What follows belongs to an exercise in optimizing a design on an open flow for small area; a production flow would make more cautious choices.
The RTL was checked by simulation tests, not by an equivalence proof against the original design.
Power figures rest on the tool's default switching activity, not on a simulated workload.

==> flow/design.v (outline; a module is shown in full before it is edited, if it fits) <==
// module call_stack: 135 lines
// module ras_predictor: 105 lines
// module bhistory_table: 51 lines
// module pqGshare_bpredictor: 147 lines
// module static_bpredictor: 50 lines
// module fetch_unit: 200 lines
// module opfwd_control: 104 lines
// module rf_rdctl: 25 lines
// module bram_dp_r2w1: 39 lines
// module regfile: 25 lines
// module decode_unit: 288 lines
// module exu_branch_unit: 158 lines
// module alu: 53 lines
// module loadstore_unit: 68 lines
// module execution_unit: 273 lines
// module memory_access_unit: 108 lines
// module writeback_unit: 127 lines
// module pqr5_core_top: 417 lines
module pqr5_core_top #(
   parameter PC_INIT         = 32'h0000_0000,           
   parameter IS_RF_ON_BRAM   = 0,     
   parameter EN_BPREDICT_DYN = 1,   
   parameter BHT_IDW         = 8,           
   parameter BHT_TYPE        = "flops",          
   parameter BHT_BIAS        = 2'b10,          
   parameter GHRW            = (8+2),              
   parameter EN_RAS          = 1,            
   parameter RAS_DPT         = 8            
)
(   
   input  logic             clk                 ,   
   input  logic             aresetn             ,   
   input  logic             i_ext_stall         ,   
   output logic [32-1:0] o_imem_pc           ,   
   output logic             o_imem_pc_valid     ,   
   input  logic             i_imem_stall        ,   
   input  logic [32-1:0] i_imem_pc           ,   
   input  logic [32-1:0] i_imem_pkt          ,   
   input  logic             i_imem_pkt_valid    ,   
   output logic             o_imem_stall        ,   
   output logic             o_imem_flush        ,   
   output logic             o_dmem_wen          ,   
   output logic [32-1:0] o_dmem_addr         ,   
   output logic [1:0]       o_dmem_size         ,   
   output logic [32-1:0] o_dmem_wdata        ,   
   output logic             o_dmem_req          ,   
   input  logic             i_dmem_stall        ,   
   output logic             o_dmem_flush        ,   
   input  logic [32-1:0] i_dmem_rdata        ,   
   input  logic             i_dmem_ack          ,   
   output logic             o_dmem_stall            
);
  // ...
==> flow/run.sh <==
#!/bin/bash
# synth_recipe.tcl (not shown) runs the flow's synth.tcl, then flattens the netlist and writes it again
# the make line also repeats each setting of config.mk as NAME=value (left out here)
make -C /OpenROAD-flow-scripts/flow DESIGN_CONFIG=/design/flow/config.mk WORK_HOME=/design/flow/orfs CLKGATE_MAP_FILE= SYNTH_SCRIPT=/design/flow/synth_recipe.tcl finish
==> flow/config.mk <==
export PLATFORM = sky130hd
export DESIGN_NAME = pqr5_core_top
export DESIGN_NICKNAME = pqr5_core_top
export VERILOG_FILES = /design/flow/design.v
export SDC_FILE = /design/flow/constraint.sdc
export NUM_CORES = 4
export LEC_CHECK = 0
export CAP_MARGIN = 35
export CORE_MARGIN = 2
export CORE_UTILIZATION = 40
export CTS_CLUSTER_DIAMETER = 100
export CTS_CLUSTER_SIZE = 20
export PLACE_DENSITY = 0.6
export SLEW_MARGIN = 35
==> flow/constraint.sdc <==
create_clock -name core_clock -period 10.0 [get_ports {clk}]
set_input_delay 2.0000 -clock core_clock [delete_from_list [all_inputs] [get_ports {clk}]]
set_output_delay 2.0000 -clock core_clock [all_outputs]
set_load 0.01 [all_outputs]
==> impl_metrics.csv, run 1 <==
group,metric,value,unit
outcome,status,"complete, no violations",
power_and_ir_drop,p_per_area,200,nW/um^2
final_layout,nNonClkBuffers,659,
yosys,yosysTopAreaCell,"edfxtp_1",
final_layout,clkbuf_count,168,
worst_setup_path,endpoint,"inst_execution_unit.bp_branch_taken_rg$_DFFE_PN0N_",
final_layout,multi_input_area_share,0.331,
yosys,synth_most_common_cell,"edfxtp_1",
clocking,cts_resized,0,
timing,hold_violations,0,
timing,grt_setup_unrepaired,"false",
final_layout,final_common_cell,"edfxtp_1",
timing,drv_slew,0,
final_layout,diodes,54,
final_layout,dominant_cells,"registers",
yosys,yosys_warnings,18,
drt,vias,95060,
die,die_h,522,um
worst_setup_path,cp_top_family,"simple AND/OR/NAND/NOR gates",
die,ioPinCount,208,
global_routing,grt.met3_usage,0.160,
power_and_ir_drop,p_int,15700,uW
yosys,synth_cell_types,108,
worst_setup_path,r2r_cells,25,
power_and_ir_drop,top_power_group,"sequential cells",
drt,wire_per_inst,44.0,um
worst_setup_path,r2r_slack,0.98,ns
power_and_ir_drop,pg_seq,11700,uW
placement,dpl_cell_area,116000,sq um
yosys,synthArstFlopShare,0.0328,
global_routing,antenna_found_initial,59,
yosys,synth_common_cells,"edfxtp_1, a22oi_1, nand2_1",
yosys,synth_area_leaders,"edfxtp_1, a22oi_1, and3_1",
run,drv_cap,0,
clocking,clockRootBuffer,"clkbuf_16",
timing,setup_viol,0,
worst_hold_path,holdPathEnd,"inst_decode_unit.du_ghr_snapshot_rg[6]$_DFFE_PN_",
final_layout,areaGrowthSynthToFinish,12.4,%
yosys,syn_area,107000,sq um
yosys,synthMuxAreaShare,0.0274,
die,chipWidth,522,um
final_layout,seqCellArea,65600,sq um
drt,drc,0,
final_layout,nMultiInputCombCells,5846,
worst_setup_path,startpoint,"inst_decode_unit.du_instr_rg[17]$_DFFE_PN_",
==> run 2, diff against run 1 <==
==> flow/flow/run.sh (new file) <==
#!/bin/bash
# Layout flow: the standard layout, with one step added after the standard synthesis.
#  1. standard.sh synth          : the standard synthesis, unchanged
#  2. yosys/abc (remap_comb.ys)  : the combinational cells of that netlist are mapped again
#                                  by abc for area. Every flip-flop and tie cell instance is kept
#                                  as the standard synthesis made it (same name, same cell).
#  3. standard.sh                : the rest of the standard flow (floorplan .. finish) on it,
#                                  with smaller port buffers and a sparser clock tree (below)
# Each tool's full output goes to a log file of its own in this folder.
set -euo pipefail

RES=orfs/results/${FLOW_PLATFORM}/pqr5_core_top/base

# 1. Standard synthesis
bash standard.sh synth > 1_standard_synth.log 2>&1

# Platform settings the remap needs (liberty files, don't-use cells), as ORFS sees them
MK="make -s -C ${FLOW_HOME} DESIGN_CONFIG=${FLOW_CONFIG} WORK_HOME=${PWD}/orfs"
LIBS=$(${MK} print-LIB_FILES 2> 2_print_vars.log | tail -1 | sed 's/^LIB_FILES: *//')
DONT_USE=$(${MK} print-DONT_USE_CELLS 2>> 2_print_vars.log | tail -1 | sed 's/^DONT_USE_CELLS: *//')
echo "LIB_FILES=${LIBS}" >> 2_print_vars.log
echo "DONT_USE_CELLS=${DONT_USE}" >> 2_print_vars.log
[[ -n "${LIBS}" && -n "${DONT_USE}" ]] || { echo "could not read LIB_FILES / DONT_USE_CELLS"; exit 1; }

# 2. Re-map the combinational logic
cp ${RES}/1_2_yosys.v ${RES}/1_2_yosys_standard.v
KEEP=$(grep -o "sky130_fd_sc_hd__[a-z0-9_]*" ${RES}/1_2_yosys_standard.v | sort -u | grep -E "__(df|edf|sdf|dl|conb)" | tr '\n' ' ')
LIBARGS=""
for l in ${LIBS}; do LIBARGS="${LIBARGS} -liberty ${l}"; done
DUARGS=""
for c in ${DONT_USE}; do DUARGS="${DUARGS} -dont_use ${c}"; done
{
  for l in ${LIBS}; do echo "read_liberty -ignore_miss_func ${l}"; done
  echo "read_verilog ${RES}/1_2_yosys_standard.v"
  echo "hierarchy -top ${FLOW_TOP}"
  echo "tee -o 3_stat_standard.txt stat ${LIBARGS}"
  echo "setattr -mod -set keep_hierarchy 1 ${KEEP}"
  echo "flatten"
  echo "opt_clean"
  echo "abc ${LIBARGS} ${DUARGS}"
  echo "opt_clean"
  echo "blackbox ${KEEP}"
  echo "hierarchy -top ${FLOW_TOP}"
  echo "tee -o 3_stat_remapped.txt stat ${LIBARGS}"
  echo "write_verilog -noattr -nohex -nodec ${RES}/1_2_yosys_remapped.v"
} > remap_comb.ys
yosys -l 3_remap_yosys.log -q remap_comb.ys > /dev/null 2>&1

# The remapped netlist must hold the same flip-flop and tie instances, with the same cells
ff() { grep -E "^\s*sky130_fd_sc_hd__(df|edf|sdf|dl|conb)" "$1" | awk '{print $1, $2}' | sort; }
ff ${RES}/1_2_yosys_standard.v > 3_ff_standard.txt
ff ${RES}/1_2_yosys_remapped.v > 3_ff_remapped.txt
cmp -s 3_ff_standard.txt 3_ff_remapped.txt || { echo "flip-flops differ after remap"; exit 1; }

cp ${RES}/1_2_yosys_remapped.v ${RES}/1_2_yosys.v
rm -f ${RES}/1_synth.odb

# 3. The rest of the standard flow, with two settings of its own:
#  - the port buffers (one on every input and output, as the standard flow places them) are buf_1
#  - clock tree: sinks clustered 20 per leaf buffer within 100 um, no dummy loads
bash standard.sh \
  "BUFFER_PORTS_ARGS=-buffer_cell sky130_fd_sc_hd__buf_1" \
  "CTS_ARGS=-sink_clustering_enable -repair_clock_nets -sink_clustering_size 20 -sink_clustering_max_diameter 100 -dont_use_dummy_load" \
  finish > 4_standard_flow.log 2>&1
==> flow/standard.sh (new file) <==
#!/bin/bash
# synth_recipe.tcl (not shown) runs the flow's synth.tcl, then flattens the netlist and writes it again
# the make line also repeats each setting of config.mk as NAME=value (left out here)
make -C /OpenROAD-flow-scripts/flow DESIGN_CONFIG=/design/flow/config.mk WORK_HOME=/design/flow/orfs CLKGATE_MAP_FILE= SYNTH_SCRIPT=/design/flow/synth_recipe.tcl "${@:-finish}"
--- a/flow/config.mk
+++ b/flow/config.mk
@@ -8,7 +8,5 @@
 export CAP_MARGIN = 35
 export CORE_MARGIN = 2
 export CORE_UTILIZATION = 40
-export CTS_CLUSTER_DIAMETER = 100
-export CTS_CLUSTER_SIZE = 20
 export PLACE_DENSITY = 0.6
 export SLEW_MARGIN = 35
removed: flow/run.sh
==> run 2 against run 1 <==
Count of clock-buffer cells in the layout decreased by 32. Largest power group unchanged. Core utilization increased by 0.95 points. Critical path depth is 3 higher. Worst setup slack got worse by 0.25 ns. First-iteration DRC count increased by 9.7%. Synthesized area decreased by 7.6%. Clock skew up 0.044 ns. Sequential power barely moved. Synthesized cell count decreased by 13%. Largest cell class unchanged. Die area down 7.6%.
==> impl_metrics.csv, run 2 <==
group,metric,value,unit
yosys,syn_nets,7776,
timing,hold_violations,0,
die,die_area,252000,sq um
drt,vias,89117,
timing,drv_slew,0,
die,ioPinCount,208,
worst_setup_path,cp_data_arrival_time,10.00,ns
worst_hold_path,hold_start,"inst_decode_unit.du_ghr_snapshot_rg[4]$_DFFE_PN_",
clocking,cts_resized,0,
clocking,clockRootBuffer,"clkbuf_16",
placement,io_buffers,206,
final_layout,fin_util,0.461,
drt,first_pass_iters,22,
placement,dp_cells,11706,
timing,layout_min_cycle_time,9.27,ns
clocking,cts-buffers-inserted,136,
power_and_ir_drop,p_per_area,211,nW/um^2
global_routing,grt_pass1_vias,82484,
final_layout,final_common_cell,"edfxtp_1",
drt,drc,0,
drt,totalWireLength,539000,um
timing,grt_setup_unrepaired,"false",
placement,place_hpwl,357000,um
power_and_ir_drop,finalPower,23900,uW
worst_setup_path,cp-end-kind,"flop",
worst_setup_path,critical_path.most_common_cell,"buf_4",
power_and_ir_drop,p_sw_frac,0.357,
clocking,cts_tree,"done",
die,start_util,0.403,
global_routing,grt_usage,0.415,
worst_setup_path,r2r-end,"inst_execution_unit.branch_taken_rg$_DFFE_PN0N_",
timing,clock_skew,0.115,ns
final_layout,drive_gt1_frac,0.104,
clocking,post_cts_buffers,0,
worst_hold_path,min_path_type,"flop to flop",
drt,wire_per_inst,45.4,um
worst_hold_path,whs_path_depth,0,
final_layout,nNetsFinal,8640,
yosys,netlist_instances,7673,
worst_setup_path,slowest_stage,"nor3_1",
power_and_ir_drop,netSwitchingPower,8510,uW
worst_setup_path,r2r_slack,0.73,ns
power_and_ir_drop,power_frac_seq,0.497,
power_and_ir_drop,p_int,15400,uW
worst_setup_path,cp_top_family,"simple AND/OR/NAND/NOR gates",
worst_setup_path,r2r_cells,28,
yosys,avgSynthCellArea,12.9,sq um
global_routing,antenna_found_initial,31,
die,chipWidth,502,um
timing,finalCritPeriodShare,0.927,
die,rows,182,
drt,viasPerCell,7.50,
yosys,yosys_warnings,18,
drt,antenna_left,0,
power_and_ir_drop,p_leak,0.0366,uW
die,die_h,502,um
run,drv_cap,0,
global_routing,grt_max_degree,106,
yosys,syn_area,99200,sq um
power_and_ir_drop,p_comb_frac,0.273,
global_routing,grt_overflow_total,0,
timing,max-slew-margin-rel,0.239,
worst_setup_path,critical_path_required,10.73,ns
final_layout,areaGrowthSynthToFinish,14.4,%
clocking,numClockSinks,2198,
worst_setup_path,rr_startpoint,"inst_decode_unit.du_instr_rg[19]$_DFFE_PN_",
placement,place_congestion,1.10,
worst_hold_path,holdPathEnd,"inst_execution_unit.bp_idx_ghr_rg[4]$_DFFE_PN_",
power_and_ir_drop,clkPwrFrac,0.230,
global_routing,grt_pass1_wl,716000,um
timing,fmax,108,MHz
power_and_ir_drop,vdd_drop_max,0.000155,V
worst_setup_path,critPathLaunchType,"flop",
final_layout,finalNonFillerCells,11876,
die,core_area,246000,sq um
clocking,cts_hold_buf,0,
worst_setup_path,path_class,"flop to flop",
outcome,status,"complete, no violations",
clocking,htreeDepth,4,
drt,dr.first_iter.drc_count,21745,
worst_setup_path,crit_buf_inv,5,
clocking,cts_buffer_depth,3,
clocking,clk-insertion-delay-late,0.87,ns
worst_setup_path,cp_max_fo,20,
timing,worst_slew_pin_slew,1.13,ns
final_layout,final_cell_mix,"edfxtp_1, nand2_1, a22oi_1, o21ai_0, nor2_1",
clocking,clk_pin_slew,0.08,ns
worst_setup_path,max_stage_delay,0.99,ns
timing,setup_viol,0,
run 2: worst max-delay path by stage:
| stage | start | end | cells after the start |
|---|---|---|---|
| after floorplan | aresetn | flop | 2 |
| after global placement | i_dmem_rdata[26] | inst_execution_unit.branch_taken_rg$_DFFE_PN0N_ | 25 |
| final | inst_decode_unit.du_instr_rg[19]$_DFFE_PN_ | inst_execution_unit.branch_taken_rg$_DFFE_PN0N_ | 28 |
| after CTS | inst_decode_unit.du_instr_rg[18]$_DFFE_PN_ | inst_execution_unit.branch_taken_rg$_DFFE_PN0N_ | 27 |
| after detailed placement | inst_decode_unit.du_instr_rg[18]$_DFFE_PN_ | inst_execution_unit.branch_taken_rg$_DFFE_PN0N_ | 27 |
| after global routing | inst_decode_unit.du_instr_rg[24]$_DFFE_PN_ | inst_execution_unit.branch_taken_rg$_DFFE_PN0N_ | 29 |
run 2: cell type report:
cell class                      instances  area, sq um
Clock buffer                          136         3400
Tap cell                             3312         4140
Fill cell                           22063       133000
Multi-Input combinational cell       5381        34600
Timing Repair Buffer                  726         5280
Sequential cell                      2198        65600
Antenna cell                           29         72.6
Inverter                               94          362
run 2: metrics by stage:
stage               worst slack, ns  TNS (ns)  hold slack (ns)  area, sq um
detailed placement             1.24         0            0.405       110000
finish                        0.731         0            0.424       113000
floorplan                    -0.452   -231.17            0.391        99200
global route                  0.537         0            0.431       113000
CTS                            1.22         0            0.424       113000
global placement              0.955         0            0.404       109000
run 2: power by group through the flow:
stage | Combinational [uW] | Sequential (uW) | Clock [uW]
4_1_cts | 6150 | 11800 | 5470
3_3_place_gp | 6070 | 12000 | 0
3_5_place_dp | 6140 | 12000 | 0
2_1_floorplan | 3000 | 11700 | 0
5_1_grt | 6660 | 11900 | 5750
6_report | 6530 | 11900 | 5480
run 2: layer usage:
metal / up-vias / wire length, um / GRT usage
met1: 43551 / 191000 / 0.534
li1: 33762 / - / -
met4: 26 / 47700 / 0.270
met3: 2464 / 85700 / 0.166
met5: - / 205 / 0.00174
met2: 9314 / 214000 / 0.575

what the ideal ports hide:
Ports are ideal in the flow. The routed layouts listed here were re-timed in OpenROAD. Step 1 sets driving cells, clkbuf_16 on the clock port and buf_2 on the other inputs (assumed; they add their load-dependent delay and slew). Step 2 moves the port delays by t, midway between the first and last clock arrival at a register: inputs arrive t later, outputs are due t later. That takes back most of the time a late clock gives input paths. a / b / c = ideal / step 1 / step 2; a / b = the first two.
| run | shift t [ns] | setup WS [ns] | hold WS [ns] | worst data-port slew with drivers (ns) | pins driven straight from the clock port |
|---|---|---|---|---|---|
| run 1 | 0.978 | 0.982 / 0.982 / 0.684 | 0.402 / 0.402 / 0.402 | 0.19 | 1 |
| run 2 | 0.908 | 0.731 / 0.731 / 0.731 | 0.424 / 0.424 / 0.424 | 0.15 | 1 |
After both steps setup and hold are still met in every run listed. The setup slack of run 1, which loses most, moves by 0.000 ns with the drivers and by -0.298 ns with both steps.
